What follows belongs to an exercise in optimizing a design on an open flow for small area; a production flow would make more cautious choices.
Only simulation tests tie the RTL to the original design; equivalence was not proved.
Power is estimated from default activity; no workload was simulated.

[flow/run.sh]
#!/bin/bash
# Standard synthesis, then the combinational logic re-mapped for area with a
# stronger ABC script (flip-flops untouched), then the standard layout
# with smaller port buffers and no dummy clock loads.
set -euo pipefail
R=$PWD/orfs/results/sky130hd/Digital_Clock/base
bash standard.sh synth > synth_std.log 2>&1
cp $R/1_2_yosys.v synth_std.v
yosys -s flow/resynth.ys > resynth.log 2>&1
cp synth_resynth.v $R/1_2_yosys.v
rm -f $R/1_synth.odb $R/1_synth.sdc
bash standard.sh finish \
  "BUFFER_PORTS_ARGS=-buffer_cell sky130_fd_sc_hd__buf_1" \
  "CTS_ARGS=-sink_clustering_enable -repair_clock_nets -dont_use_dummy_load -buf_list {sky130_fd_sc_hd__clkbuf_8}" > layout.log 2>&1
[flow/resynth.abc]
strash; &get -n; &deepsyn -T 30; &put; dch -f; amap -F 50 -A 100 -C 5000 -E 0.01; topo; dnsize
[flow/resynth.ys]
read_liberty -ignore_miss_func /OpenROAD-flow-scripts/flow/platforms/sky130hd/lib/sky130_fd_sc_hd__tt_025C_1v80.lib
read_verilog synth_std.v
hierarchy -top Digital_Clock
setattr -mod -set keep_hierarchy 1 sky130_fd_sc_hd__dfxtp_1 sky130_fd_sc_hd__edfxtp_1
flatten
opt -purge
abc -liberty /OpenROAD-flow-scripts/flow/platforms/sky130hd/lib/sky130_fd_sc_hd__tt_025C_1v80.lib -dont_use sky130_fd_sc_hd__lpflow_bleeder_1 -dont_use sky130_fd_sc_hd__lpflow_clkbufkapwr_1 -dont_use sky130_fd_sc_hd__lpflow_clkbufkapwr_16 -dont_use sky130_fd_sc_hd__lpflow_clkbufkapwr_2 -dont_use sky130_fd_sc_hd__lpflow_clkbufkapwr_4 -dont_use sky130_fd_sc_hd__lpflow_clkbufkapwr_8 -dont_use sky130_fd_sc_hd__lpflow_clkinvkapwr_1 -dont_use sky130_fd_sc_hd__lpflow_clkinvkapwr_16 -dont_use sky130_fd_sc_hd__lpflow_clkinvkapwr_2 -dont_use sky130_fd_sc_hd__lpflow_clkinvkapwr_4 -dont_use sky130_fd_sc_hd__lpflow_clkinvkapwr_8 -dont_use sky130_fd_sc_hd__lpflow_decapkapwr_12 -dont_use sky130_fd_sc_hd__lpflow_decapkapwr_3 -dont_use sky130_fd_sc_hd__lpflow_decapkapwr_4 -dont_use sky130_fd_sc_hd__lpflow_decapkapwr_6 -dont_use sky130_fd_sc_hd__lpflow_decapkapwr_8 -dont_use sky130_fd_sc_hd__lpflow_inputiso0n_1 -dont_use sky130_fd_sc_hd__lpflow_inputiso0p_1 -dont_use sky130_fd_sc_hd__lpflow_inputiso1n_1 -dont_use sky130_fd_sc_hd__lpflow_inputiso1p_1 -dont_use sky130_fd_sc_hd__lpflow_inputisolatch_1 -dont_use sky130_fd_sc_hd__lpflow_isobufsrc_1 -dont_use sky130_fd_sc_hd__lpflow_isobufsrc_16 -dont_use sky130_fd_sc_hd__lpflow_isobufsrc_2 -dont_use sky130_fd_sc_hd__lpflow_isobufsrc_4 -dont_use sky130_fd_sc_hd__lpflow_isobufsrc_8 -dont_use sky130_fd_sc_hd__lpflow_isobufsrckapwr_16 -dont_use sky130_fd_sc_hd__lpflow_lsbuf_lh_hl_isowell_tap_1 -dont_use sky130_fd_sc_hd__lpflow_lsbuf_lh_hl_isowell_tap_2 -dont_use sky130_fd_sc_hd__lpflow_lsbuf_lh_hl_isowell_tap_4 -dont_use sky130_fd_sc_hd__lpflow_lsbuf_lh_isowell_4 -dont_use sky130_fd_sc_hd__lpflow_lsbuf_lh_isowell_tap_1 -dont_use sky130_fd_sc_hd__lpflow_lsbuf_lh_isowell_tap_2 -dont_use sky130_fd_sc_hd__lpflow_lsbuf_lh_isowell_tap_4 -dont_use sky130_fd_sc_hd__probe_p_8 -dont_use sky130_fd_sc_hd__probec_p_8  -script flow/resynth.abc
opt_clean -purge
hilomap -singleton -hicell sky130_fd_sc_hd__conb_1 HI -locell sky130_fd_sc_hd__conb_1 LO
splitnets
opt_clean -purge
insbuf -buf sky130_fd_sc_hd__buf_1 A X
tee -o resynth_stat.txt stat -liberty /OpenROAD-flow-scripts/flow/platforms/sky130hd/lib/sky130_fd_sc_hd__tt_025C_1v80.lib
select Digital_Clock
write_verilog -noattr -nohex -nodec -selected synth_resynth.v
[standard.sh]
#!/bin/bash
# synth_recipe.tcl (not shown) runs the flow's synth.tcl, then flattens the netlist and writes it again
# the make line also repeats each setting of config.mk as NAME=value (left out here)
make -C /OpenROAD-flow-scripts/flow DESIGN_CONFIG=/design/flow/config.mk WORK_HOME=/design/flow/orfs CLKGATE_MAP_FILE= SYNTH_SCRIPT=/design/flow/synth_recipe.tcl "${@:-finish}"
[config.mk]
export PLATFORM = sky130hd
export DESIGN_NAME = Digital_Clock
export DESIGN_NICKNAME = Digital_Clock
export VERILOG_FILES = /design/flow/design.v
export SDC_FILE = /design/flow/constraint.sdc
export NUM_CORES = 4
export LEC_CHECK = 0
export CAP_MARGIN = 20
export CORE_MARGIN = 2
export CORE_UTILIZATION = 70
export SLEW_MARGIN = 20
[constraint.sdc]
create_clock -name core_clock -period 10.0 [get_ports {clk}]
set_input_delay 2.0000 -clock core_clock [delete_from_list [all_inputs] [get_ports {clk}]]
set_output_delay 2.0000 -clock core_clock [all_outputs]
set_load 0.01 [all_outputs]
[design.v]
`timescale 1ns / 1ps
module Digital_Clock(
    input clk,
    input reset,
    input set_time,
    input set_time_unchnged,
    input [5:0] set_min,
    input [5:0] set_sec,
    input up,
    input down,
    input set_alarm,
    input left,
    input right,
    input stop_watch,
    input timer,
    input start,
    input stop,
    output reg led,
    output reg [3:0] Anode_Activation,
    output reg [6:0] Cathode_Activation,
    output reg [4:0] hrs
);
    reg [7:0] rc;
    reg [4:0] c25;
    always @(posedge clk) begin
        if (reset) begin
            rc <= 0;
            c25 <= 12;
        end else begin
            rc <= rc + 1;
            if (rc[3:0] == 4'd15)
                c25 <= (c25[4] & c25[3]) ? 5'd0 : c25 + 1;
        end
    end
    wire c_top = c25[4] & c25[3];
    wire tick = c_top && rc[3:0] == 4'd7;
    wire samp = c_top && rc[3:0] == 4'd4;
    wire t100 = rc[1:0] == 2'b01;
    reg U, D;
    always @(posedge clk)
        if (samp) begin
            U <= up;
            D <= down;
        end
    function [6:0] pm7(input [6:0] x, input dn);
        integer i;
        reg t;
        begin
            t = 1'b1;
            for (i = 0; i < 7; i = i + 1) begin
                pm7[i] = x[i] ^ t;
                t = t & (x[i] ^ dn);
            end
        end
    endfunction
    reg [5:0] S, M, s, As;
    reg [6:0] m;
    reg [5:0] Am;    
    reg [4:0] H, Ah;
    reg [3:0] count;
    wire W = stop_watch;
    wire R = right;
    wire Smax = S[5] & S[4] & S[3] & S[1] & S[0];
    wire Mmax = M[5] & M[4] & M[3] & M[1] & M[0];
    wire Mz = M == 0;
    wire Hmax = H[4] & H[2] & H[1] & H[0];
    wire Hz = H == 0;
    wire s0 = s == 0;
    wire m0 = m == 0;
    wire m59 = m == 59;
    wire h23 = hrs == 23;
    wire stm = set_time & !W;
    wire unm = !set_time & set_time_unchnged & !W;
    wire nrm = !set_time & !set_time_unchnged & !timer & !W;
    wire mdn = !R & D;
    wire mup = !R & U & !D;
    wire hdn = R ? D : (D & Mz);
    wire hup = R ? (U & !D) : (U & Mmax);
    wire Mdir = stm & mdn;
    wire [5:0] Mpm = pm7({1'b0, M}, Mdir);
    wire [5:0] Mnew = Mdir ? (Mz ? 6'd59 : Mpm) : (Mmax ? 6'd0 : Mpm);
    wire Men = stm & (mdn | mup) | Smax;
    wire Hdir = stm & hdn;
    wire [4:0] Hpm = pm7({2'b0, H}, Hdir);
    wire [4:0] Hnew = Hdir ? (Hz ? 5'd23 : Hpm) : (Hmax ? 5'd0 : Hpm);
    wire Hen = stm & (hdn | hup) | Smax & Mmax;
    wire mdir = set_time ? D : timer;
    wire [6:0] mpm = pm7(m, mdir);
    wire hdir = set_time & hdn;
    wire [4:0] hpm = pm7({2'b0, hrs}, hdir);
    wire [5:0] sdec = pm7({1'b0, s}, 1'b1);
    wire un_up = unm & !timer & !set_alarm & !R & U;
    wire tdec = unm & timer & !(m0 & s0);
    wire alarm_eq = set_alarm && H == Ah && M == Am && S == As;
    always @(posedge clk) begin
        if (reset) begin
            S <= 0; M <= 0; H <= 0;
            s <= 0; m <= 0; hrs <= 0;
            As <= 0; Am <= 0; Ah <= 0;
            count <= 11;
        end else if (tick) begin
            S <= stm ? s : (Smax ? 6'd0 : S + 6'd1);
            if (Men) M <= Mnew;
            if (Hen) H <= Hnew;
            if (nrm) begin
                s <= S; m <= {1'b0, M}; hrs <= H;
            end
            if (stm & mdn) m <= Mz ? 7'd59 : mpm;
            if (stm & mup) m <= Mmax ? 7'd0 : mpm;
            if (stm & hdn) hrs <= Hz ? 5'd23 : hpm;
            if (stm & hup) hrs <= Hmax ? 5'd0 : hpm;
            if (tdec) begin
                s <= s0 ? 6'd59 : sdec;
                if (s0) m <= mpm;
            end
            if (unm & !timer & set_alarm) begin
                As <= s; Ah <= hrs;
                Am <= {m[5:2] | {4{m[6]}}, m[1:0]};
            end
            if (un_up) begin
                m <= m59 ? 7'd0 : mpm;
                if (m59) hrs <= hpm;
            end
            if (unm & R & U) hrs <= h23 ? 5'd0 : hpm;
            if (!W) begin
                if (count[3] & count[1] & count[0]) begin
                    if (alarm_eq) count <= 0;
                end else
                    count <= count + 1;
            end
        end
    end
    always @(*) led = ~count[0];
    reg [6:0] secs4;
    reg [5:0] mins4;
    wire sw_en = t100 & W & !stop;
    wire s4max = secs4[6] & secs4[5] & secs4[1] & secs4[0];
    wire m4max = mins4[5] & mins4[4] & mins4[3] & mins4[1] & mins4[0];
    always @(posedge clk) begin
        if (reset | sw_en & !start) begin
            secs4 <= 0; mins4 <= 0;
        end else if (sw_en) begin
            secs4 <= s4max ? 7'd0 : secs4 + 7'd1;
            if (s4max) mins4 <= m4max ? 6'd0 : mins4 + 6'd1;
        end
    end
    wire [1:0] sel = rc[7:6];
    wire [6:0] v = sel[1] ? (W ? secs4 : {1'b0, s}) : (W ? {1'b0, mins4} : m);
    wire [3:0] LED_BCD = sel[0] ? v % 10 : v / 10;
    always @(*) begin
        case (sel)
            2'b00: Anode_Activation = 4'b0111;
            2'b01: Anode_Activation = 4'b1011;
            2'b10: Anode_Activation = 4'b1101;
            default: Anode_Activation = 4'b1110;
        endcase
        case (LED_BCD)
            4'd1: Cathode_Activation = 7'b1001111;
            4'd2: Cathode_Activation = 7'b0010010;
            4'd3: Cathode_Activation = 7'b0000110;
            4'd4: Cathode_Activation = 7'b1001100;
            4'd5: Cathode_Activation = 7'b0100100;
            4'd6: Cathode_Activation = 7'b0100000;
            4'd7: Cathode_Activation = 7'b0001111;
            4'd8: Cathode_Activation = 7'b0000000;
            4'd9: Cathode_Activation = 7'b0000100;
            default: Cathode_Activation = 7'b0000001;
        endcase
    end
endmodule
==> run summary, run 1 <==
Status = no timing/DRC/antenna violations
Power per standard cell area = 121 nW/um2
Largest registers = rc: 8 flops, m: 7 flops, secs4: 7 flops
End of the worst register-to-register path = As[1]
Syn Std Cell Area = 4470 um2
I/O pin total = 42
Worst-margin pin slew = 0.780 ns
Number of buffer cells added on primary ports = 28
Pin count of the biggest net entering global routing = 26
Fmax = 126 MHz
First-pass GRT wire length = 20300 um
Via count of the first global-routing pass = 4238
Worst R2R Path Depth = 11
Remaining max-slew budget at the tightest pin = 47.6%
Average wire per standard cell = 17.5 um
End point of the worst hold path = rc[0]
Number of remaining DRC errors = 0
Leakage power = 1.55 nW
Number of antenna violations at the first check in global routing = 0
Setup crit start kind = primary input
Critical path required time = 8.00 ns
Share of the core filled with cells in the final layout = 76.5%
Clk latency of the worst-skew pair = 0.37 ns
Worst path cell trace = buf_1, clkinv_1, nor2_1, clkinv_1, o22ai_1, nor2_1, nor2_1, clkinv_1, o21ai_0, o21ai_0, nor2_1, nor4_1, o21ai_0, o21ai_0, a21oi_1, clkinv_1, o21a_1, or2_0, o21ai_0, buf_1
Worst R2R Setup Slack = 5.91 ns
Synthesized Nets = 629
Clock tree root buffer cell = clkbuf_8
Die Y-Extent = 83.9 um
Initial standard-cell utilization of the core = 71.3%
Synthesized instance count = 604
Reg2reg start = rc[3]
Die outline area = 7050 um2
Die W = 83.9 um
Synthesis-to-finish area growth = 7.36%
Via count = 4834
Kind of cell adding the most delay to the critical path = compound AO/OA/AOI/OAI gates
CTS Buf Count = 9
Area of the placeable core = 6280 um2
Mean instance size in the synthesized netlist = 7.41 um2
Maximum buffer depth of the clock tree = 2
Antenna Nets Post-Route = 0
Number of buffer and inverter instances along the worst setup path = 6
Stages on the worst setup path = 20
Max-slew violations = 0
Mean number of vias per cell = 6.75
FILL cells = 515
Path class of the lowest-slack min-delay path = flip-flop to flip-flop
Most used cell along the critical path = o21ai_0
Count of final setup violators = 0
Iteration-0 DRC count of the detailed router = 429
Cells resized by post-CTS repair = 0
Critical Path AT = 5.93 ns
Number of flip-flops under the largest register name = 8
Crit path time final = 7.93 ns
Max-cap viol count = 0
H-tree levels = 3
Post-route fraction of the period consumed by the critical path = 79.3%
Standard-cell rows = 29
Combined area of the multi-input logic cells = 2330 um2
TritonCTS clock tree = done
Type of the setup path with the least slack = primary input to output pin
Total global routing overflow = 0
Crit path max fanout = 7
Clock tree skew after final layout = 0.0272 ns
Clk slew on worst S/H paths = 0.09 ns
Final TNS setup = 0 ns
Post CTS Setup Buffer Count = 0
First drt pass iteration count = 6
Hold-fix buffer count after cts = 0
Hold Path Origin = rc[0]
Tot GR Track Use = 35.9%
Number of nets in the finished design = 666
Number of cells on the worst hold path = 1
Peak supply drop = 109 uV
Hpwl dp = 9450 um
Endpoints failing hold = 0
Slowest stage cell, crit path = clkinv_1
Synthesis Warnings = 1
Setup repair after global routing missed its margin = false
Share of cells above drive strength 1 = 1.88%
Critical path capture point type = output pin
Most flops, register = rc
Antenna diode count = 0
Clock sinks = 84
Total wire length after detailed routing = 12600 um
Placer Congestion = 0.968
Largest stage delay on the critical path = 0.42 ns
Sequential cell area = 1700 um2
[layout make-up]
class                   instances  share of cell area [%]
repair buffers                 31                    2.66
clock buffers                   9                    2.58
flip-flops and latches         84                    35.4
multi-input cells             403                    48.6
well taps                      77                    2.01
inverters                     112                    8.75
[how the worst max path moves through the flow]
stage	from	endpoint	slack, ns
after floorplan	stop_watch	Cathode_Activation[1]	3.30
after global placement	stop_watch	Cathode_Activation[1]	2.32
after detailed placement	stop_watch	Cathode_Activation[1]	2.24
after CTS	stop_watch	Cathode_Activation[1]	2.20
after global routing	stop_watch	Cathode_Activation[1]	1.73
final	stop_watch	Cathode_Activation[1]	2.07
[worst register-to-register path, delay by kind of cell, from the launching register on]
kind,cells,cell delay (ns)
AO/OA/AOI/OAI,1,0.16
AND/OR/NAND/NOR,5,1.98
flip-flops,1,0.32
buffers and inverters,5,1.50
[report_power, final]
part           switching [W]  total [W]  internal, W  leakage, nW
logic              0.0000337  0.0000489    0.0000153        0.805
registers         0.00000229   0.000340     0.000338        0.680
clock network       0.000110   0.000190    0.0000806       0.0647
total               0.000146   0.000579     0.000434         1.55
[metrics by stage]
step	total power, W	worst slack, ns	instances	hold slack [ns]	instance area [um2]
final	0.000579	2.07	716	0.478	4800
after floorplan	0.000379	3.30	604	0.422	4470
after global placement	0.000393	2.32	707	0.437	4680
after detailed placement	0.000395	2.24	707	0.461	4680
after CTS	0.000577	2.20	716	0.479	4800
after global routing	0.000596	1.73	716	0.494	4800
[metal layers]
layer  track usage (%)  routed length (um)  vias to the layer above
met5                 0                   0                        -
met4              14.4                 358                        0
met3              5.34                1180                       45
met2              58.1                5760                      295
met1              48.2                5260                     2183
li1                  -                   -                     2311
[placed cells by master (no fill, tap or decap), types with 2 or more instances in the layout]
| cell | count |
|---|---|
| or2_0 | 2 |
| o32ai_1 | 8 |
| o211a_1 | 5 |
| nor2b_1 | 3 |
| o21a_1 | 5 |
| a21oi_1 | 14 |
| nor2_1 | 81 |
| a21o_1 | 2 |
| a2111oi_0 | 5 |
| o22ai_1 | 48 |
| nor4_1 | 8 |
| a41oi_1 | 2 |
| a211oi_1 | 10 |
| o2bb2ai_1 | 2 |
| a221oi_1 | 7 |
| and2_0 | 2 |
| edfxtp_1 | 2 |
| nand4_1 | 9 |
| or3_1 | 2 |
| o22a_1 | 5 |
| dfxtp_1 | 82 |
| buf_1 | 28 |
| a31oi_1 | 3 |
| buf_4 | 3 |
| a22oi_1 | 5 |
| o21ai_0 | 45 |
| nand3_1 | 11 |
| xnor2_1 | 2 |
| a2bb2oi_1 | 7 |
| clkinv_1 | 112 |
| nor3_1 | 30 |
| clkbuf_8 | 9 |
| o211ai_1 | 2 |
| nand2_1 | 41 |
| o221ai_1 | 11 |
| a32o_1 | 3 |
| o221a_1 | 5 |
| a32oi_1 | 4 |
| xor2_1 | 2 |
==> run 2: changes to the inputs <==
--- a/flow/run.sh
+++ b/flow/run.sh
@@ -11,4 +11,4 @@
 rm -f $R/1_synth.odb $R/1_synth.sdc
 bash standard.sh finish \
   "BUFFER_PORTS_ARGS=-buffer_cell sky130_fd_sc_hd__buf_1" \
-  "CTS_ARGS=-sink_clustering_enable -repair_clock_nets -dont_use_dummy_load -buf_list {sky130_fd_sc_hd__clkbuf_8}" > layout.log 2>&1
+  "CTS_ARGS=-sink_clustering_enable -repair_clock_nets -dont_use_dummy_load -buf_list {sky130_fd_sc_hd__clkbuf_8} -sink_clustering_size 25 -sink_clustering_max_diameter 100" > layout.log 2>&1
==> run 2 against run 1 <==
Still clean on timing, DRC and antenna. Sequential share of layout area up 0.41 points. Sequential cell count did not move. Wire length shrank 0.45%. Via count increased by 0.60%. Clock power about the same. Fmax down 1.1%. Total power shrank 3.5%. Global-route usage shrank 0.34 points. Non-clock buffer count unchanged. Cell count down 2.4%. Register-to-register slack lost 0.13 ns. Critical endpoint is now Cathode_Activation[3]. Highest routed layer unchanged.
==> run summary, run 2 <==
Status = no timing/DRC/antenna violations
Synthesis Warnings = 1
FILL cells = 436
Largest registers = rc: 8 flops, m: 7 flops, secs4: 7 flops
Power per standard cell area = 118 nW/um2
CTS Buf Count = 9
Path class of the lowest-slack min-delay path = flip-flop to flip-flop
Average wire per standard cell = 17.9 um
Fmax = 125 MHz
Endpoints failing hold = 0
Number of antenna violations at the first check in global routing = 0
Synthesized instance count = 589
Clk latency of the worst-skew pair = 0.35 ns
Cells resized by post-CTS repair = 0
Leakage power = 1.53 nW
First drt pass iteration count = 5
Post CTS Setup Buffer Count = 0
Slowest stage cell, crit path = o311ai_0
Iteration-0 DRC count of the detailed router = 576
Number of nets in the finished design = 651
Synthesized Nets = 614
Via count of the first global-routing pass = 4523
Setup crit start kind = primary input
Synthesis-to-finish area growth = 7.39%
Type of the setup path with the least slack = primary input to output pin
Critical path capture point type = output pin
Worst path cell trace = buf_1, clkinv_1, nor2_1, a222oi_1, o21ai_0, clkinv_1, o21ai_0, clkinv_1, nand2_1, a32oi_1, o311ai_0, clkinv_1, nand2_1, o21ai_0, and3_1, or2_0, buf_1
Max-cap viol count = 0
Mean number of vias per cell = 6.96
TritonCTS clock tree = done
Peak supply drop = 96.2 uV
Post-route fraction of the period consumed by the critical path = 80.2%
Max-slew violations = 0
Via count = 4863
Critical path required time = 8.00 ns
Worst hold slack across all endpoints = 0.462 ns
Total global routing overflow = 0
Maximum buffer depth of the clock tree = 2
Initial standard-cell utilization of the core = 73.4%
Pin count of the biggest net entering global routing = 31
Syn Std Cell Area = 4420 um2
Standard-cell rows = 28
Die W = 83.5 um
Most flops, register = rc
Share of cells above drive strength 1 = 1.92%
Setup repair after global routing missed its margin = false
Hold Path Origin = rc[0]
Sequential cell area = 1700 um2
Remaining max-slew budget at the tightest pin = 24.6%
Clock sinks = 84
Crit path max fanout = 9
Crit path time final = 8.02 ns
Placer Congestion = 0.966
Total wire length after detailed routing = 12500 um
Critical Path AT = 6.02 ns
Area of the placeable core = 6030 um2
Die outline area = 6970 um2
H-tree levels = 3
Most used cells in the layout excluding fill and tap cells = 112 x clkinv_1, 82 x dfxtp_1, 66 x nor2_1
Commonest non-fill, non-tap cell in the layout = clkinv_1
Final TNS setup = 0 ns
Number of flip-flops under the largest register name = 8
Number of remaining DRC errors = 0
Die Y-Extent = 83.5 um
Clock tree skew after final layout = 0.0158 ns
Combined area of the multi-input logic cells = 2280 um2
Clk slew on worst S/H paths = 0.07 ns
Worst-margin pin slew = 1.12 ns
Clock tree root buffer cell = clkbuf_8
Critical path startpoint = stop_watch
First-pass GRT wire length = 20600 um
Reg2reg start = M[0]
Most used cell along the critical path = clkinv_1
Hold-fix buffer count after cts = 0
I/O pin total = 42
Hpwl dp = 9230 um
Antenna Nets Post-Route = 0
Largest stage delay on the critical path = 0.67 ns
Antenna diode count = 0
Count of final setup violators = 0
Mean instance size in the synthesized netlist = 7.51 um2
Tot GR Track Use = 35.5%
Number of buffer cells added on primary ports = 28
[run 2: cell types whose count changed in the layout (fill, tap and decap cells not counted), sizes merged, moves of 3 or more]
| cell | change |
|---|---|
| o221a | -3 |
| a222oi | +3 |
| o32ai | -3 |
| o22a | -3 |
| nor3 | -4 |
| a21oi | +9 |
| o21ai | -6 |
| nor2 | -15 |
| a31oi | +8 |
[run 2: metrics by stage]
step / util [%] / cell area (um2) / setup WS [ns] / total power (W) / cells
after floorplan: - / 4420 / 3.23 / 0.000365 / 589
after global placement: 76.7 / 4620 / 2.25 / 0.000375 / 690
after detailed placement: 76.7 / 4620 / 2.09 / 0.000377 / 690
after CTS: 78.8 / 4750 / 2.07 / 0.000553 / 699
after global routing: 78.8 / 4750 / 1.58 / 0.000571 / 699
final: 78.8 / 4750 / 1.98 / 0.000559 / 699
[run 2: area by class of cell]
class,instances,share of cell area (%)
clock buffers,9,2.61
inverters,112,8.86
multi-input cells,388,48.0
flip-flops and latches,84,35.8
well taps,75,1.98
repair buffers,31,2.69
[run 2: final timing paths]
| kind | endpoint | slack, ns | cells past startpoint |
|---|---|---|---|
| worst max-delay path | Cathode_Activation[3] | 1.98 | 17 |
| worst min-delay path | rc[0] | 0.46 | 1 |
| worst max register to register | hrs[3] | 5.78 | 14 |
| worst min register to register | rc[0] | 0.46 | 1 |
[run 2: report_power, final]
part            total, W  leakage (nW)  switching [W]  internal, W
clock network   0.000188        0.0647       0.000108    0.0000806
registers       0.000339         0.679     0.00000144     0.000337
logic          0.0000318         0.783      0.0000226   0.00000921
total           0.000559          1.53       0.000132     0.000427
[run 2: critical path, delay by kind of cell]
kind            cells  cell delay, ns
compound gates      6            1.52
simple gates        5            1.15
buf+inv             6            1.34
[run 2: layer usage]
metal / GRT usage [%] / vias up / wire [um]
li1: - / 2269 / -
met1: 48.1 / 2241 / 5190
met2: 55.8 / 311 / 5590
met3: 6.63 / 42 / 1340
met4: 15.4 / 0 / 386
met5: 0 / - / 0
==> run 3: changes to the inputs <==
==> flow/run.sh (replaced) <==
#!/bin/bash
# Standard synthesis, then the combinational logic re-mapped for area with a
# stronger ABC script (flip-flops untouched), then the standard layout
# with smaller port buffers and no dummy clock loads.
set -euo pipefail
R=$PWD/orfs/results/sky130hd/Digital_Clock/base
bash standard.sh synth > synth_std.log 2>&1
cp $R/1_2_yosys.v synth_std.v
bash flow/resynth.sh 1 2 3 4 5 6 7 8 > resynth.log 2>&1
cp synth_resynth.v $R/1_2_yosys.v
rm -f $R/1_synth.odb $R/1_synth.sdc
bash standard.sh finish \
  "BUFFER_PORTS_ARGS=-buffer_cell sky130_fd_sc_hd__buf_1" \
  "CTS_ARGS=-sink_clustering_enable -repair_clock_nets -dont_use_dummy_load -buf_list {sky130_fd_sc_hd__clkbuf_8}" > layout.log 2>&1
==> flow/resynth.sh (new file) <==
#!/bin/bash
# Re-map the combinational logic of the standard synthesis (synth_std.v) for
# area: ABC's deepsyn with several random seeds, NUM_CORES at a time; the smallest
# mapped netlist is copied to synth_resynth.v. Flip-flops are not touched.
set -uo pipefail
SEEDS="$*"
for s in $SEEDS; do
  echo "strash; &get -n; &deepsyn -T 30 -S $s; &put; dch -f; amap -F 50 -A 100 -C 5000 -E 0.01; topo; dnsize" > resynth_$s.abc
  sed "s/SEED/$s/g" flow/resynth.ys.in > resynth_$s.ys
  yosys -s resynth_$s.ys > resynth_$s.log 2>&1 &
  while [[ $(jobs -r | wc -l) -ge ${NUM_CORES:-4} ]]; do sleep 1; done
done
wait
best=; barea=
for s in $SEEDS; do
  a=$(grep "Chip area for top module" resynth_${s}_stat.txt 2>/dev/null | awk '{print $NF}')
  echo "seed $s: ${a:-failed}"
  [[ -n "$a" && -s synth_resynth_$s.v ]] || continue
  if [[ -z "$best" ]] || awk "BEGIN{exit !($a < $barea)}"; then best=$s; barea=$a; fi
done
[[ -n "$best" ]] || { echo "no resynthesis succeeded"; exit 1; }
echo "best seed $best: $barea"
cp synth_resynth_$best.v synth_resynth.v
==> flow/resynth.ys.in (new file) <==
read_liberty -ignore_miss_func /OpenROAD-flow-scripts/flow/platforms/sky130hd/lib/sky130_fd_sc_hd__tt_025C_1v80.lib
read_verilog synth_std.v
hierarchy -top Digital_Clock
setattr -mod -set keep_hierarchy 1 sky130_fd_sc_hd__dfxtp_1 sky130_fd_sc_hd__edfxtp_1
flatten
opt -purge
abc -liberty /OpenROAD-flow-scripts/flow/platforms/sky130hd/lib/sky130_fd_sc_hd__tt_025C_1v80.lib -dont_use sky130_fd_sc_hd__lpflow_bleeder_1 -dont_use sky130_fd_sc_hd__lpflow_clkbufkapwr_1 -dont_use sky130_fd_sc_hd__lpflow_clkbufkapwr_16 -dont_use sky130_fd_sc_hd__lpflow_clkbufkapwr_2 -dont_use sky130_fd_sc_hd__lpflow_clkbufkapwr_4 -dont_use sky130_fd_sc_hd__lpflow_clkbufkapwr_8 -dont_use sky130_fd_sc_hd__lpflow_clkinvkapwr_1 -dont_use sky130_fd_sc_hd__lpflow_clkinvkapwr_16 -dont_use sky130_fd_sc_hd__lpflow_clkinvkapwr_2 -dont_use sky130_fd_sc_hd__lpflow_clkinvkapwr_4 -dont_use sky130_fd_sc_hd__lpflow_clkinvkapwr_8 -dont_use sky130_fd_sc_hd__lpflow_decapkapwr_12 -dont_use sky130_fd_sc_hd__lpflow_decapkapwr_3 -dont_use sky130_fd_sc_hd__lpflow_decapkapwr_4 -dont_use sky130_fd_sc_hd__lpflow_decapkapwr_6 -dont_use sky130_fd_sc_hd__lpflow_decapkapwr_8 -dont_use sky130_fd_sc_hd__lpflow_inputiso0n_1 -dont_use sky130_fd_sc_hd__lpflow_inputiso0p_1 -dont_use sky130_fd_sc_hd__lpflow_inputiso1n_1 -dont_use sky130_fd_sc_hd__lpflow_inputiso1p_1 -dont_use sky130_fd_sc_hd__lpflow_inputisolatch_1 -dont_use sky130_fd_sc_hd__lpflow_isobufsrc_1 -dont_use sky130_fd_sc_hd__lpflow_isobufsrc_16 -dont_use sky130_fd_sc_hd__lpflow_isobufsrc_2 -dont_use sky130_fd_sc_hd__lpflow_isobufsrc_4 -dont_use sky130_fd_sc_hd__lpflow_isobufsrc_8 -dont_use sky130_fd_sc_hd__lpflow_isobufsrckapwr_16 -dont_use sky130_fd_sc_hd__lpflow_lsbuf_lh_hl_isowell_tap_1 -dont_use sky130_fd_sc_hd__lpflow_lsbuf_lh_hl_isowell_tap_2 -dont_use sky130_fd_sc_hd__lpflow_lsbuf_lh_hl_isowell_tap_4 -dont_use sky130_fd_sc_hd__lpflow_lsbuf_lh_isowell_4 -dont_use sky130_fd_sc_hd__lpflow_lsbuf_lh_isowell_tap_1 -dont_use sky130_fd_sc_hd__lpflow_lsbuf_lh_isowell_tap_2 -dont_use sky130_fd_sc_hd__lpflow_lsbuf_lh_isowell_tap_4 -dont_use sky130_fd_sc_hd__probe_p_8 -dont_use sky130_fd_sc_hd__probec_p_8  -script resynth_SEED.abc
opt_clean -purge
hilomap -singleton -hicell sky130_fd_sc_hd__conb_1 HI -locell sky130_fd_sc_hd__conb_1 LO
splitnets
opt_clean -purge
insbuf -buf sky130_fd_sc_hd__buf_1 A X
tee -o resynth_SEED_stat.txt stat -liberty /OpenROAD-flow-scripts/flow/platforms/sky130hd/lib/sky130_fd_sc_hd__tt_025C_1v80.lib
select Digital_Clock
write_verilog -noattr -nohex -nodec -selected synth_resynth_SEED.v
removed: flow/resynth.abc
removed: flow/resynth.ys
==> run 3 against run 2 <==
Wire length shrank 4.5%. Sequential cell count is the same. Clock skew grew 0.020 ns. Critical path type unchanged. Largest power group unchanged.
==> run summary, run 3 <==
Status = no timing/DRC/antenna violations
Critical path required time = 8.00 ns
Crit path max fanout = 8
Worst path cell trace = buf_1, clkinv_1, nand2_1, o22ai_1, a221oi_1, nor2b_1, o21ai_0, o21ai_0, o22ai_1, and3_1, a21oi_1, o22ai_1, o311ai_0, nor2_1, o21a_1, or2_0, buf_1
Highest metal layer used by the detailed router = met4
Largest stage delay on the critical path = 0.44 ns
Met2 layer wire length in the routed design = 5410 um
Synthesized Nets = 614
CTS Buf Count = 9
Type of the setup path with the least slack = primary input to output pin
Final TNS setup = 0 ns
Largest registers = rc: 8 flops, m: 7 flops, secs4: 7 flops
Initial standard-cell utilization of the core = 73.3%
Setup crit start kind = primary input
Clock sinks = 84
Number of flip-flops under the largest register name = 8
Die outline area = 6880 um2
First-pass GRT wire length = 19900 um
Clk latency of the worst-skew pair = 0.38 ns
FILL cells = 448
Hpwl dp = 8880 um
Total global routing overflow = 0
Syn Std Cell Area = 4360 um2
Routed met1 length = 4870 um
Setup Slack @ Placement = 2.05 ns
Critical path capture point type = output pin
Die W = 82.9 um
Critical Path AT = 6.12 ns
Clock tree skew after final layout = 0.0361 ns
Clock tree root buffer cell = clkbuf_8
Max-slew violations = 0
Count of final setup violators = 0
Mean instance size in the synthesized netlist = 7.41 um2
Number of nets in the finished design = 650
Number of remaining DRC errors = 0
Share of cells above drive strength 1 = 1.77%
Maximum buffer depth of the clock tree = 2
Post-layout worst setup margin = 1.88 ns
Routed length on met3 = 1210 um
Power per standard cell area = 122 nW/um2
Area of the placeable core = 5960 um2
Slowest stage cell, crit path = a221oi_1
Number of antenna violations at the first check in global routing = 0
Endpoints failing hold = 0
Worst-margin pin slew = 1.04 ns
Synthesized instance count = 589
TritonCTS clock tree = done
Post CTS Setup Buffer Count = 0
Leakage power = 1.47 nW
Synthesis Warnings = 1
Via count = 4675
Setup repair after global routing missed its margin = false
Hold Path Origin = c25[1]
Remaining max-slew budget at the tightest pin = 29.7%
Tot GR Track Use = 35.2%
Max-cap viol count = 0
First drt pass iteration count = 6
Peak supply drop = 98.1 uV
Fmax = 123 MHz
Most used cell along the critical path = o22ai_1
Average wire per standard cell = 17.1 um
Cells resized by post-CTS repair = 0
Antenna Nets Post-Route = 0
Hold-fix buffer count after cts = 0
Reg2reg start = c25[3]
Iteration-0 DRC count of the detailed router = 459
Synthesis-to-finish area growth = 7.31%
Crit path time final = 8.12 ns
Mean number of vias per cell = 6.70
Total wire length after detailed routing = 11900 um
Via count of the first global-routing pass = 4336
Most flops, register = rc
H-tree levels = 3
Critical path startpoint = stop_watch
Number of buffer cells added on primary ports = 28
I/O pin total = 42
Path class of the lowest-slack min-delay path = flip-flop to flip-flop
Antenna diode count = 0
Placer Congestion = 0.955
Post-route fraction of the period consumed by the critical path = 81.2%
Most used cells in the layout excluding fill and tap cells = 106 x clkinv_1, 82 x dfxtp_1, 77 x nor2_1
Clk slew on worst S/H paths = 0.10 ns
Die Y-Extent = 82.9 um
Pin count of the biggest net entering global routing = 28
Standard-cell rows = 28
Commonest non-fill, non-tap cell in the layout = clkinv_1
[run 3: changes by cell type in the layout (fill, tap and decap cells not counted), sizes merged, moves of 4 or more]
cell,change
a211oi,+9
a21oi,-7
a221oi,+5
clkinv,-6
nor2,+11
o211a,-4
o21a,+7
o21ai,+9
o221ai,-8
o22ai,+5
[run 3: path summary, 6_finish.rpt]
kind | end | slack (ns) | cells after the start
worst min register to register | c25[1] | 0.47 | 2
worst max-delay path | Cathode_Activation[3] | 1.88 | 17
worst max register to register | As[1] | 5.84 | 10
worst min-delay path | c25[1] | 0.47 | 2
[run 3: where the power goes]
| group | switching (W) | internal, W |
|---|---|---|
| Clock | 0.000111 | 0.0000806 |
| Combinational | 0.0000271 | 0.0000126 |
| Sequential | 0.00000190 | 0.000337 |
[run 3: metal layers]
metal | vias to the layer above | track usage (%)
met3 | 55 | 9.74
met2 | 297 | 56.7
met5 | - | 0
li1 | 2237 | -
met1 | 2086 | 44.1
met4 | 0 | 15.2
[run 3: layout make-up]
type	count	area [um2]	share of cell area (%)
clock buffer	9	124	2.65
inverter	106	398	8.50
multi-input combinational	394	2240	47.9
tap	75	93.8	2.00
sequential	84	1700	36.3
timing repair buffer	30	120	2.57
[run 3: metrics by stage]
| stage | util (%) | power (W) | area (um2) | hold slack (ns) | instances |
|---|---|---|---|---|---|
| 2_1_floorplan | - | 0.000372 | 4360 | 0.422 | 589 |
| 3_3_place_gp | 76.5 | 0.000384 | 4560 | 0.438 | 689 |
| 3_5_place_dp | 76.5 | 0.000385 | 4560 | 0.456 | 689 |
| 4_1_cts | 78.6 | 0.000567 | 4680 | 0.473 | 698 |
| 5_1_grt | 78.6 | 0.000587 | 4680 | 0.499 | 698 |
| 6_report | 78.6 | 0.000571 | 4680 | 0.469 | 698 |
[run 3: worst max-delay path, delay by kind of cell]
family	cells	cell delay, ns
AOI/OAI and AO/OA	9	2.20
buffers and inverters	3	0.89
and+or+nand+nor	5	1.03
==> run 4: changes to the inputs <==
--- a/flow/run.sh
+++ b/flow/run.sh
@@ -6,7 +6,15 @@
 R=$PWD/orfs/results/sky130hd/Digital_Clock/base
 bash standard.sh synth > synth_std.log 2>&1
 cp $R/1_2_yosys.v synth_std.v
-bash flow/resynth.sh 1 2 3 4 5 6 7 8 > resynth.log 2>&1
+cp $R/1_2_yosys.v synth_standard.v
+# Three rounds, each starting from the previous round's best netlist.
+for round in 1 2 3; do
+  echo "round $round" >> resynth.log
+  bash flow/resynth.sh 1 2 3 4 5 6 7 8 >> resynth.log 2>&1
+  mkdir -p resynth_round$round
+  mv resynth_[0-9]* synth_resynth_[0-9]* resynth_round$round/
+  cp synth_resynth.v synth_std.v
+done
 cp synth_resynth.v $R/1_2_yosys.v
 rm -f $R/1_synth.odb $R/1_synth.sdc
 bash standard.sh finish \
==> run 4 against run 3 <==
Still clean on timing, DRC and antenna. Die area is 1.3% lower. Core utilization is 0.40 points lower. Worst hold slack worse by 0.0011 ns. First-iteration DRC count is 0.87% lower. Via count is 3.5% lower. Register-to-register slack worse by 0.43 ns. Worst setup slack worse by 0.046 ns. Wire length is 3.2% lower. Critical path type unchanged. Largest power group unchanged.
==> run summary, run 4 <==
Post-route fraction of the period consumed by the critical path = 81.7%
End of the worst register-to-register path = H[4]
Status = no timing/DRC/antenna violations
Cells resized by post-CTS repair = 0
Worst R2R Setup Slack = 5.41 ns
Critical path required time = 8.00 ns
Synthesized instance count = 570
Clock tree root buffer cell = clkbuf_8
Commonest non-fill, non-tap cell in the layout = clkinv_1
Synthesized Nets = 595
Max-slew violations = 0
Placer Congestion = 0.969
Most flops, register = rc
Antenna Nets Post-Route = 0
TritonCTS clock tree = done
First drt pass iteration count = 6
Pin count of the biggest net entering global routing = 35
Post CTS Setup Buffer Count = 0
Type of the setup path with the least slack = primary input to output pin
Design area = 4630 um2
Critical Path AT = 6.17 ns
Clk slew on worst S/H paths = 0.06 ns
Number of nets in the finished design = 632
Synthesis Warnings = 1
Leakage power = 1.52 nW
H-tree levels = 3
Worst path cell trace = buf_1, clkinv_1, nand2_1, o22ai_1, a311oi_1, nor2_1, nor3_1, a21oi_1, or3_1, a21oi_1, nor2_1, clkinv_1, a31oi_1, nand3_1, o311ai_0, o21a_1, nor2_1, o21a_1, or2_0, buf_1
Count of placed standard cells in the final layout, fillers left out = 680
Final TNS setup = 0 ns
Clock tree skew after final layout = 0.0257 ns
Max-cap viol count = 0
Iteration-0 DRC count of the detailed router = 455
Worst hold slack across all endpoints = 0.468 ns
Largest registers = rc: 8 flops, m: 7 flops, secs4: 7 flops
Post-Place Cell Area = 4510 um2
Number of buffer cells added on primary ports = 28
Tot GR Track Use = 35.7%
Mean instance size in the synthesized netlist = 7.55 um2
Number of antenna violations at the first check in global routing = 0
Mean number of vias per cell = 6.64
Via count of the first global-routing pass = 3970
Reg2reg start = c25[3]
Standard-cell rows = 28
Die Y-Extent = 82.4 um
Path class of the lowest-slack min-delay path = flip-flop to flip-flop
Endpoints failing hold = 0
Average wire per standard cell = 17.0 um
Remaining max-slew budget at the tightest pin = 29.3%
Initial standard-cell utilization of the core = 72.7%
Slowest stage cell, crit path = a311oi_1
First-pass GRT wire length = 18400 um
Peak supply drop = 112 uV
Die W = 82.4 um
Number of flip-flops under the largest register name = 8
Clk latency of the worst-skew pair = 0.37 ns
Number of cells on the worst hold path = 2
Antenna diode count = 0
Hold Path Origin = Am[5]
Total global routing overflow = 0
Fmax = 122 MHz
Worst-margin pin slew = 1.05 ns
Crit path max fanout = 9
Syn Std Cell Area = 4300 um2
FILL cells = 454
Setup crit start kind = primary input
Via count = 4512
Crit path time final = 8.17 ns
Synthesis-to-finish area growth = 7.59%
Largest stage delay on the critical path = 0.53 ns
Setup repair after global routing missed its margin = false
Worst R2R Path Depth = 11
Count of final setup violators = 0
Most used cells in the layout excluding fill and tap cells = 91 x clkinv_1, 82 x dfxtp_1, 75 x nor2_1
Hpwl dp = 8590 um
Number of cells after detailed placement = 671
Power per standard cell area = 123 nW/um2
Area of the placeable core = 5920 um2
Clock sinks = 84
Most used cell along the critical path = nor2_1
I/O pin total = 42
Total wire length after detailed routing = 11600 um
Die outline area = 6790 um2
Share of cells above drive strength 1 = 1.98%
Number of remaining DRC errors = 0
Maximum buffer depth of the clock tree = 2
End point of the worst hold path = Am[5]
Hold-fix buffer count after cts = 0
CTS Buf Count = 9
Critical path capture point type = output pin
Power after layout = 0.000570 W
## run 4: how the worst max path moves through the flow
stage,start,to,depth (start not counted)
finish,stop_watch,Cathode_Activation[3],20
global route,stop_watch,Cathode_Activation[3],18
CTS,stop_watch,Cathode_Activation[3],20
detailed placement,stop_watch,Cathode_Activation[3],20
global placement,stop_watch,Cathode_Activation[3],20
floorplan,stop_watch,Cathode_Activation[3],18
## run 4: layout make-up
| class | instances | area, um2 | share of cell area (%) |
|---|---|---|---|
| Sequential cell | 84 | 1700 | 36.7 |
| Clock buffer | 9 | 124 | 2.67 |
| Inverter | 91 | 342 | 7.38 |
| Multi-Input combinational cell | 390 | 2240 | 48.4 |
| Timing Repair Buffer | 31 | 128 | 2.76 |
| Tap cell | 75 | 93.8 | 2.03 |
## run 4: critical path, delay by kind of cell
kind / cells / cell delay, ns
AO/OA/AOI/OAI: 8 / 1.72
buffers and inverters: 4 / 0.96
AND/OR/NAND/NOR: 8 / 1.48
## run 4: per-stage QoR
| stage | worst slack (ns) | utilization, % |
|---|---|---|
| finish | 1.83 | 78.2 |
| global route | 1.42 | 78.2 |
| CTS | 1.91 | 78.2 |
| detailed placement | 1.94 | 76.1 |
| global placement | 2.13 | 76.1 |
| floorplan | 3.00 | - |
## run 4: per-layer routing
metal | part of all wire [%] | global-route usage [%]
met5 | 0 | 0
met4 | 3.2 | 16.0
met1 | 41 | 44.9
met2 | 47 | 59.0
met3 | 9.3 | 7.28
## run 4: power by group
group	internal [W]	switching (W)	leakage, nW
Sequential	0.000338	0.00000266	0.680
Combinational	0.0000138	0.0000282	0.774
Clock	0.0000805	0.000107	0.0647
Total	0.000432	0.000138	1.52
==> run 5: changes to the inputs <==
--- a/flow/run.sh
+++ b/flow/run.sh
@@ -7,8 +7,8 @@
 bash standard.sh synth > synth_std.log 2>&1
 cp $R/1_2_yosys.v synth_std.v
 cp $R/1_2_yosys.v synth_standard.v
-# Three rounds, each starting from the previous round's best netlist.
-for round in 1 2 3; do
+# Five rounds, each starting from the previous round's best netlist.
+for round in 1 2 3 4 5; do
   echo "round $round" >> resynth.log
   bash flow/resynth.sh 1 2 3 4 5 6 7 8 >> resynth.log 2>&1
   mkdir -p resynth_round$round
==> run 5 against run 4 <==
Still clean on timing, DRC and antenna. Total power is 2.8% lower. Worst hold slack worse by 0.012 ns. Largest cell class unchanged. Critical path depth is 1 higher. Via count is 2.5% higher.
==> run summary, run 5 <==
Clk latency of the worst-skew pair = 0.37 ns
Worst path cell trace = buf_1, clkinv_1, nor2_1, a32oi_1, o221ai_1, clkinv_1, nor2_1, clkinv_1, and3_1, nor3_1, clkinv_1, nand2_1, o32ai_1, a31oi_1, a21oi_1, o32ai_1, nor2_1, o21a_1, o21a_1, or2_0, buf_1
Sequential cell area = 1700 um2
Mean instance size in the synthesized netlist = 7.49 um2
Number of remaining DRC errors = 0
Average wire per standard cell = 17.2 um
Post-route fraction of the period consumed by the critical path = 82.7%
TritonCTS clock tree = done
Share of the core filled with cells in the final layout = 77.9%
Clk slew on worst S/H paths = 0.07 ns
Most used cells in the layout excluding fill and tap cells = 105 x clkinv_1, 82 x dfxtp_1, 80 x nor2_1
Worst-margin pin slew = 0.846 ns
Count of final setup violators = 0
Clock sinks = 84
Largest stage delay on the critical path = 0.50 ns
Tot GR Track Use = 36.3%
Crit path max fanout = 12
Share of cells above drive strength 1 = 1.81%
Standard-cell rows = 28
Crit path time final = 8.27 ns
Final TNS setup = 0 ns
Post-Place Cell Area = 4490 um2
Status = no timing/DRC/antenna violations
Synthesis-to-finish area growth = 7.37%
First drt pass iteration count = 5
Area of the placeable core = 5920 um2
Most flops, register = rc
Max-slew violations = 0
Number of buffer cells added on primary ports = 28
Via count = 4624
Number of cells after detailed placement = 673
CTS Buf Count = 9
Peak supply drop = 139 uV
Syn Std Cell Area = 4300 um2
Die W = 82.4 um
I/O pin total = 42
Setup crit start kind = primary input
Maximum buffer depth of the clock tree = 2
Critical path capture point type = output pin
Combined area of the multi-input logic cells = 2180 um2
Remaining max-slew budget at the tightest pin = 43.1%
Die Y-Extent = 82.4 um
Most used cell along the critical path = clkinv_1
Slowest stage cell, crit path = buf_1
Number of antenna violations at the first check in global routing = 0
Count of placed standard cells in the final layout, fillers left out = 683
Hold-fix buffer count after cts = 0
Total wire length after detailed routing = 11700 um
Number of flip-flops under the largest register name = 8
Iteration-0 DRC count of the detailed router = 469
Placer Congestion = 0.975
Cells resized by post-CTS repair = 0
Design area = 4610 um2
Endpoints failing hold = 0
Pin count of the biggest net entering global routing = 24
Clock tree skew after final layout = 0.0305 ns
Antenna Nets Post-Route = 0
Number of nets in the finished design = 635
FILL cells = 453
Worst hold slack across all endpoints = 0.456 ns
Leakage power = 1.51 nW
Hpwl dp = 8720 um
Power per standard cell area = 120 nW/um2
Commonest non-fill, non-tap cell in the layout = clkinv_1
First-pass GRT wire length = 18500 um
Mean number of vias per cell = 6.77
Critical Path AT = 6.27 ns
Initial standard-cell utilization of the core = 72.6%
H-tree levels = 3
Post CTS Setup Buffer Count = 0
Die outline area = 6780 um2
Type of the setup path with the least slack = primary input to output pin
Synthesized instance count = 574
Path class of the lowest-slack min-delay path = flip-flop to flip-flop
Setup repair after global routing missed its margin = false
Antenna diode count = 0
Largest registers = rc: 8 flops, m: 7 flops, secs4: 7 flops
Max-cap viol count = 0
Total global routing overflow = 0
Via count of the first global-routing pass = 3916
Clock tree root buffer cell = clkbuf_8
Critical path required time = 8.00 ns
Synthesized Nets = 599
Fmax = 121 MHz
Synthesis Warnings = 1
## run 5: final cells by class
| cell class | count | share of cell area [%] |
|---|---|---|
| Clock buffer | 9 | 2.68 |
| Timing Repair Buffer | 30 | 2.55 |
| Inverter | 105 | 8.54 |
| Multi-Input combinational cell | 380 | 47.3 |
| Tap cell | 75 | 2.03 |
| Sequential cell | 84 | 36.9 |
## run 5: power breakdown
| part | internal [W] | total [W] | switching [W] |
|---|---|---|---|
| combinational | 0.00000786 | 0.0000263 | 0.0000185 |
| sequential | 0.000337 | 0.000338 | 0.00000136 |
| clock | 0.0000806 | 0.000189 | 0.000108 |
## run 5: metrics by stage
step           total power [W]  setup slack, ns
2_1_floorplan         0.000361             3.10
3_3_place_gp          0.000370             2.17
3_5_place_dp          0.000371             1.95
4_1_cts               0.000553             1.93
5_1_grt               0.000564             1.42
6_report              0.000554             1.73
## run 5: routing by layer
metal	vias up	track usage (%)	part of all wire [%]
met1	2083	51.1	43
met5	-	0	0
met2	289	53.2	43
met3	63	6.96	10
li1	2189	-	-
met4	0	17.7	4.0
## run 5: final timing paths
path	start	endpoint	slack, ns	depth (start not counted)
worst max-delay path	stop_watch	Cathode_Activation[3]	1.73	21
worst min-delay path	count[2]	count[2]	0.46	1
worst max register to register	rc[3]	M[4]	5.84	18
worst min register to register	count[2]	count[2]	0.46	1
## run 5: critical path, delay by kind of cell
kind / cells / cell delay (ns)
AOI/OAI and AO/OA: 8 / 1.46
and+or+nand+nor: 7 / 1.45
buffers and inverters: 6 / 1.35
==> run 6: changes to the inputs <==
--- a/flow/run.sh
+++ b/flow/run.sh
@@ -7,14 +7,22 @@
 bash standard.sh synth > synth_std.log 2>&1
 cp $R/1_2_yosys.v synth_std.v
 cp $R/1_2_yosys.v synth_standard.v
-# Five rounds, each starting from the previous round's best netlist.
-for round in 1 2 3 4 5; do
+# Six rounds, each starting from the best netlist so far.
+best_area=
+for round in 1 2 3 4 5 6; do
   echo "round $round" >> resynth.log
   bash flow/resynth.sh 1 2 3 4 5 6 7 8 >> resynth.log 2>&1
   mkdir -p resynth_round$round
   mv resynth_[0-9]* synth_resynth_[0-9]* resynth_round$round/
-  cp synth_resynth.v synth_std.v
+  a=$(tail -1 resynth.log | awk '{print $NF}')
+  if [[ -z "$best_area" ]] || awk "BEGIN{exit !($a < $best_area)}"; then
+    best_area=$a
+    cp synth_resynth.v synth_best.v
+  fi
+  echo "best so far: $best_area" >> resynth.log
+  cp synth_best.v synth_std.v
 done
+cp synth_best.v synth_resynth.v
 cp synth_resynth.v $R/1_2_yosys.v
 rm -f $R/1_synth.odb $R/1_synth.sdc
 bash standard.sh finish \
==> run 6 against run 5 <==
Largest cell class unchanged. Largest power group unchanged. Non-clock buffer count is 1 higher. Clock skew is 0.0038 ns lower. Highest routed layer unchanged. Clock power hardly changed. Total power is 3.7% higher. Worst setup slack worse by 0.64 ns. Cell area is 0.11% higher. Critical endpoint unchanged. Wire length is 2.0% higher. Worst hold slack better by 0.016 ns. Die area is 0.13% lower. Count of clock-buffer cells in the layout stayed put. Synthesized cell count is 0.52% lower.
==> run summary, run 6 <==
Path class of the lowest-slack min-delay path = flip-flop to flip-flop
Most used cells in the layout excluding fill and tap cells = 99 x clkinv_1, 82 x dfxtp_1, 72 x nor2_1
Count of placed standard cells in the final layout, fillers left out = 681
Number of antenna violations at the first check in global routing = 0
Critical path capture point type = output pin
Number of flip-flops under the largest register name = 8
Clk latency of the worst-skew pair = 0.36 ns
Crit path max fanout = 10
CTS Buf Count = 9
First drt pass iteration count = 5
Synthesized Nets = 596
Mean instance size in the synthesized netlist = 7.52 um2
Max-cap viol count = 0
Leakage power = 1.51 nW
Die outline area = 6770 um2
Hold-fix buffer count after cts = 0
Placer Congestion = 0.963
Most flops, register = rc
Post-route fraction of the period consumed by the critical path = 89.1%
Clock tree skew after final layout = 0.0267 ns
Via count of the first global-routing pass = 4042
Type of the setup path with the least slack = primary input to output pin
Final TNS setup = 0 ns
Share of cells above drive strength 1 = 1.98%
Antenna Nets Post-Route = 0
Synthesis-to-finish area growth = 7.64%
Iteration-0 DRC count of the detailed router = 555
Average wire per standard cell = 17.5 um
Largest registers = rc: 8 flops, m: 7 flops, secs4: 7 flops
Setup Slack @ Placement = 1.22 ns
Post-layout worst setup margin = 1.09 ns
Cells resized by post-CTS repair = 0
Status = no timing/DRC/antenna violations
Clk slew on worst S/H paths = 0.09 ns
Endpoints failing hold = 0
Clock sinks = 84
Synthesized instance count = 571
FILL cells = 430
Max-slew violations = 0
Setup crit start kind = primary input
Total wire length after detailed routing = 12000 um
Critical path required time = 8.00 ns
Initial standard-cell utilization of the core = 72.5%
Mean number of vias per cell = 6.69
Clock tree root buffer cell = clkbuf_8
Via count = 4558
Crit path time final = 8.91 ns
Tot GR Track Use = 36.3%
Remaining max-slew budget at the tightest pin = 39.1%
Total global routing overflow = 0
I/O pin total = 42
Synthesis Warnings = 1
Number of cells after detailed placement = 672
TritonCTS clock tree = done
Syn Std Cell Area = 4290 um2
Number of nets in the finished design = 633
Power per standard cell area = 124 nW/um2
Pin count of the biggest net entering global routing = 27
Critical Path AT = 6.91 ns
Antenna diode count = 0
Standard-cell rows = 28
Maximum buffer depth of the clock tree = 2
Worst-margin pin slew = 0.911 ns
Die Y-Extent = 82.3 um
Die W = 82.3 um
Fmax = 112 MHz
Worst hold slack across all endpoints = 0.472 ns
Setup repair after global routing missed its margin = false
First-pass GRT wire length = 18700 um
Post CTS Setup Buffer Count = 0
Hpwl dp = 8820 um
H-tree levels = 3
Number of remaining DRC errors = 0
Commonest non-fill, non-tap cell in the layout = clkinv_1
Area of the placeable core = 5920 um2
Peak supply drop = 124 uV
Count of final setup violators = 0
Number of buffer cells added on primary ports = 28
-- run 6: routing by layer --
| layer | wire [um] | GRT usage, % |
|---|---|---|
| met5 | 0 | 0 |
| met4 | 423 | 16.8 |
| met3 | 1050 | 7.61 |
| met2 | 5550 | 59.2 |
| met1 | 4930 | 45.8 |
-- run 6: final timing paths --
path,end,slack [ns],depth (start not counted),startpoint
max reg2reg,H[4],5.47,12,rc[3]
min,count[2],0.47,1,count[2]
max,Cathode_Activation[3],1.09,22,stop_watch
min reg2reg,count[2],0.47,1,count[2]
-- run 6: where the power goes --
group	switching, W	total (W)	internal (W)
Sequential	0.00000312	0.000341	0.000338
Combinational	0.0000293	0.0000434	0.0000141
Clock	0.000109	0.000190	0.0000807
-- run 6: area by class of cell --
| type | count | area [um2] | share of cell area [%] |
|---|---|---|---|
| Multi-Input combinational cell | 383 | 2200 | 47.6 |
| Sequential cell | 84 | 1700 | 36.8 |
| Inverter | 99 | 372 | 8.04 |
| Timing Repair Buffer | 31 | 128 | 2.76 |
| Clock buffer | 9 | 124 | 2.68 |
| Tap cell | 75 | 93.8 | 2.03 |
-- run 6: through the flow --
stage / utilization, % / cell area [um2] / power [W]
3_3_place_gp: 75.9 / 4490 / 0.000388
4_1_cts: 78.0 / 4620 / 0.000569
5_1_grt: 78.0 / 4620 / 0.000587
3_5_place_dp: 75.9 / 4490 / 0.000390
2_1_floorplan: - / 4290 / 0.000375
6_report: 78.0 / 4620 / 0.000574
-- run 6: worst max-delay path, cell delays in order --
cell and delay [ns]:
buf_1 0.43, clkinv_1 0.37, nand2_1 0.30, o22ai_1 0.11, a311oi_1 0.38, clkinv_1 0.18, nand2_1 0.14, clkinv_1 0.08
o21ai_0 0.26, o21ai_0 0.19, or3_1 0.36, a21boi_0 0.37, nor2_1 0.13, clkinv_1 0.08, a31oi_1 0.05, a222oi_1 0.45
clkinv_1 0.22, o21a_1 0.23, nor2_1 0.14, o21a_1 0.16, or2_0 0.11, buf_1 0.15
==> run 7: changes to the inputs <==
--- a/flow/run.sh
+++ b/flow/run.sh
@@ -11,7 +11,7 @@
 best_area=
 for round in 1 2 3 4 5 6; do
   echo "round $round" >> resynth.log
-  bash flow/resynth.sh 1 2 3 4 5 6 7 8 >> resynth.log 2>&1
+  bash flow/resynth.sh $(seq $(( (round-1)*12 % 100 + 1 )) $(( (round-1)*12 % 100 + 12 ))) >> resynth.log 2>&1
   mkdir -p resynth_round$round
   mv resynth_[0-9]* synth_resynth_[0-9]* resynth_round$round/
   a=$(tail -1 resynth.log | awk '{print $NF}')
==> run 7 against run 6 <==
Register-to-register slack better by 0.46 ns. Sequential power hardly changed. Sequential share of layout area is 0.16 points higher. Clock power is 3% lower. Count of clock-buffer cells in the layout stayed put. Wire length is 1.8% lower. Critical path depth is 1 higher. Die area hardly changed. Synthesized area hardly changed. Cell count is 1.2% higher. Worst hold slack hardly changed. Critical path type unchanged. Largest power group unchanged.
==> run summary, run 7 <==
Die Y-Extent = 82.3 um
Mean number of vias per cell = 6.71
Synthesized Nets = 606
Total global routing overflow = 0
Max-slew violations = 0
Antenna Nets Post-Route = 0
Number of flip-flops under the largest register name = 8
Number of antenna violations at the first check in global routing = 0
Endpoints failing hold = 0
Power after layout = 0.000562 W
Number of nets in the finished design = 641
Most flops, register = rc
Path class of the lowest-slack min-delay path = flip-flop to flip-flop
Critical path required time = 8.00 ns
Setup repair after global routing missed its margin = false
Post-Place Cell Area = 4480 um2
Synthesis Warnings = 1
Area of the placeable core = 5920 um2
Hpwl dp = 9010 um
Placer Congestion = 1.04
Fmax = 117 MHz
Type of the setup path with the least slack = primary input to output pin
Peak supply drop = 139 uV
Number of buffer cells added on primary ports = 28
Sequential cell area = 1700 um2
Crit path time final = 8.51 ns
Initial standard-cell utilization of the core = 72.4%
Clock tree root buffer cell = clkbuf_8
Power per standard cell area = 122 nW/um2
Critical Path AT = 6.51 ns
CTS Buf Count = 9
Clk latency of the worst-skew pair = 0.35 ns
Standard-cell rows = 28
Design area = 4600 um2
Cells resized by post-CTS repair = 0
Synthesis-to-finish area growth = 7.27%
Clock tree skew after final layout = 0.0210 ns
H-tree levels = 3
Share of the core filled with cells in the final layout = 77.7%
Setup crit start kind = primary input
Syn Std Cell Area = 4290 um2
Post-route fraction of the period consumed by the critical path = 85.1%
Via count of the first global-routing pass = 4261
Commonest non-fill, non-tap cell in the layout = clkinv_1
Die W = 82.3 um
Final TNS setup = 0 ns
Count of final setup violators = 0
Maximum buffer depth of the clock tree = 2
Combined area of the multi-input logic cells = 2160 um2
Post CTS Setup Buffer Count = 0
Remaining max-slew budget at the tightest pin = 32.3%
Die outline area = 6770 um2
GR Util met3 = 8.80%
Tot GR Track Use = 37.2%
GRT met1 Usage = 46.2%
Share of cells above drive strength 1 = 1.63%
Antenna diode count = 0
Leakage power = 1.50 nW
Number of remaining DRC errors = 0
Via count = 4623
Mean instance size in the synthesized netlist = 7.38 um2
Iteration-0 DRC count of the detailed router = 522
Max-cap viol count = 0
Crit path max fanout = 7
First-pass GRT wire length = 19100 um
Layer with the highest usage after global routing = met2
I/O pin total = 42
Most used cells in the layout excluding fill and tap cells = 109 x clkinv_1, 82 x dfxtp_1, 77 x nor2_1
Clock sinks = 84
TritonCTS clock tree = done
Pin count of the biggest net entering global routing = 26
Largest registers = rc: 8 flops, m: 7 flops, secs4: 7 flops
Status = no timing/DRC/antenna violations
First drt pass iteration count = 5
Number of cells after detailed placement = 680
Worst-margin pin slew = 1.01 ns
Average wire per standard cell = 17.0 um
Count of placed standard cells in the final layout, fillers left out = 689
Critical path capture point type = output pin
Hold-fix buffer count after cts = 0
FILL cells = 458
Total wire length after detailed routing = 11700 um
Met2 track demand over resource = 59.7%
Clk slew on worst S/H paths = 0.09 ns
Synthesized instance count = 581
## run 7: path summary, 6_finish.rpt
kind | startpoint | to | slack, ns | cells past startpoint
worst max register to register | rc[0] | H[4] | 5.93 | 16
worst max-delay path | stop_watch | Cathode_Activation[5] | 1.49 | 23
worst min register to register | rc[0] | rc[0] | 0.47 | 1
worst min-delay path | rc[0] | rc[0] | 0.47 | 1
## run 7: final cells by class
type | instances | share of cell area [%]
multi-input cells | 383 | 46.9
flip-flops and latches | 84 | 37.0
inverters | 109 | 8.90
clock buffers | 9 | 2.69
repair buffers | 29 | 2.45
well taps | 75 | 2.04
## run 7: critical path: stages
cell	delay, ns
buf_1	0.31
clkinv_1	0.32
nand2_1	0.26
o22ai_1	0.13
a221oi_1	0.39
clkinv_1	0.20
nand2_1	0.14
clkinv_1	0.08
o21ai_0	0.31
o21ai_0	0.20
clkinv_1	0.09
nor2_1	0.08
clkinv_1	0.08
o22ai_1	0.10
and3_1	0.21
o311ai_0	0.29
o21ai_0	0.29
o311ai_0	0.21
nor2_1	0.11
o21a_1	0.20
or2_0	0.22
nor2_1	0.11
buf_1	0.16
## run 7: stage by stage
step	hold slack (ns)	worst slack (ns)
after floorplan	0.422	2.71
after CTS	0.476	1.57
after global placement	0.436	1.92
after global routing	0.502	0.912
final	0.472	1.49
after detailed placement	0.456	1.60
## run 7: routing by layer
layer,routed length (um),up-vias
li1,-,2185
met1,4720,2112
met2,5410,269
met3,1080,57
met4,536,0
met5,0,-
## run 7: power by group
group          internal, W  leakage, nW  switching [W]
Combinational    0.0000121        0.754      0.0000255
Sequential        0.000337        0.679     0.00000226
Clock            0.0000806       0.0647       0.000105
Total             0.000430         1.50       0.000132

## afterwards: timing with drivers on the ports
No port has a modelled driver above. Below, the same layouts with a new extraction and two added sets of constraints.
Step 1, drivers: a clkbuf_16 drives clk and a buf_2 each remaining input, both assumed.
Step 2 adds t to the input delays and takes it off the output delays; t is the mean of the earliest and latest rising clock arrival at the registers after step 1. Input paths then give back, and output paths get back, about the clock's delay inside the block.
a / b / c = ideal / step 1 / step 2; a / b = the first two.
run | t, ns | setup slack, ns | slew at the worst register clock pin (ns) | worst slew at a driven data input, ns
run 1 | 0.393 | 2.067 / 2.044 / 2.044 | 0.09 / 0.09 | 0.03
run 2 | 0.376 | 1.982 / 1.950 / 1.950 | 0.08 / 0.08 | 0.03
run 3 | 0.393 | 1.877 / 1.856 / 1.856 | 0.10 / 0.10 | 0.03
run 4 | 0.385 | 1.831 / 1.807 / 1.807 | 0.09 / 0.09 | 0.03
run 5 | 0.386 | 1.726 / 1.702 / 1.702 | 0.10 / 0.10 | 0.03
run 6 | 0.379 | 1.086 / 1.063 / 1.063 | 0.09 / 0.09 | 0.04
run 7 | 0.371 | 1.489 / 1.460 / 1.460 | 0.09 / 0.09 | 0.03
After both steps every run listed still meets setup and hold. The setup slack of run 2, which loses most, moves by -0.032 ns with the drivers and by -0.032 ns with both steps.
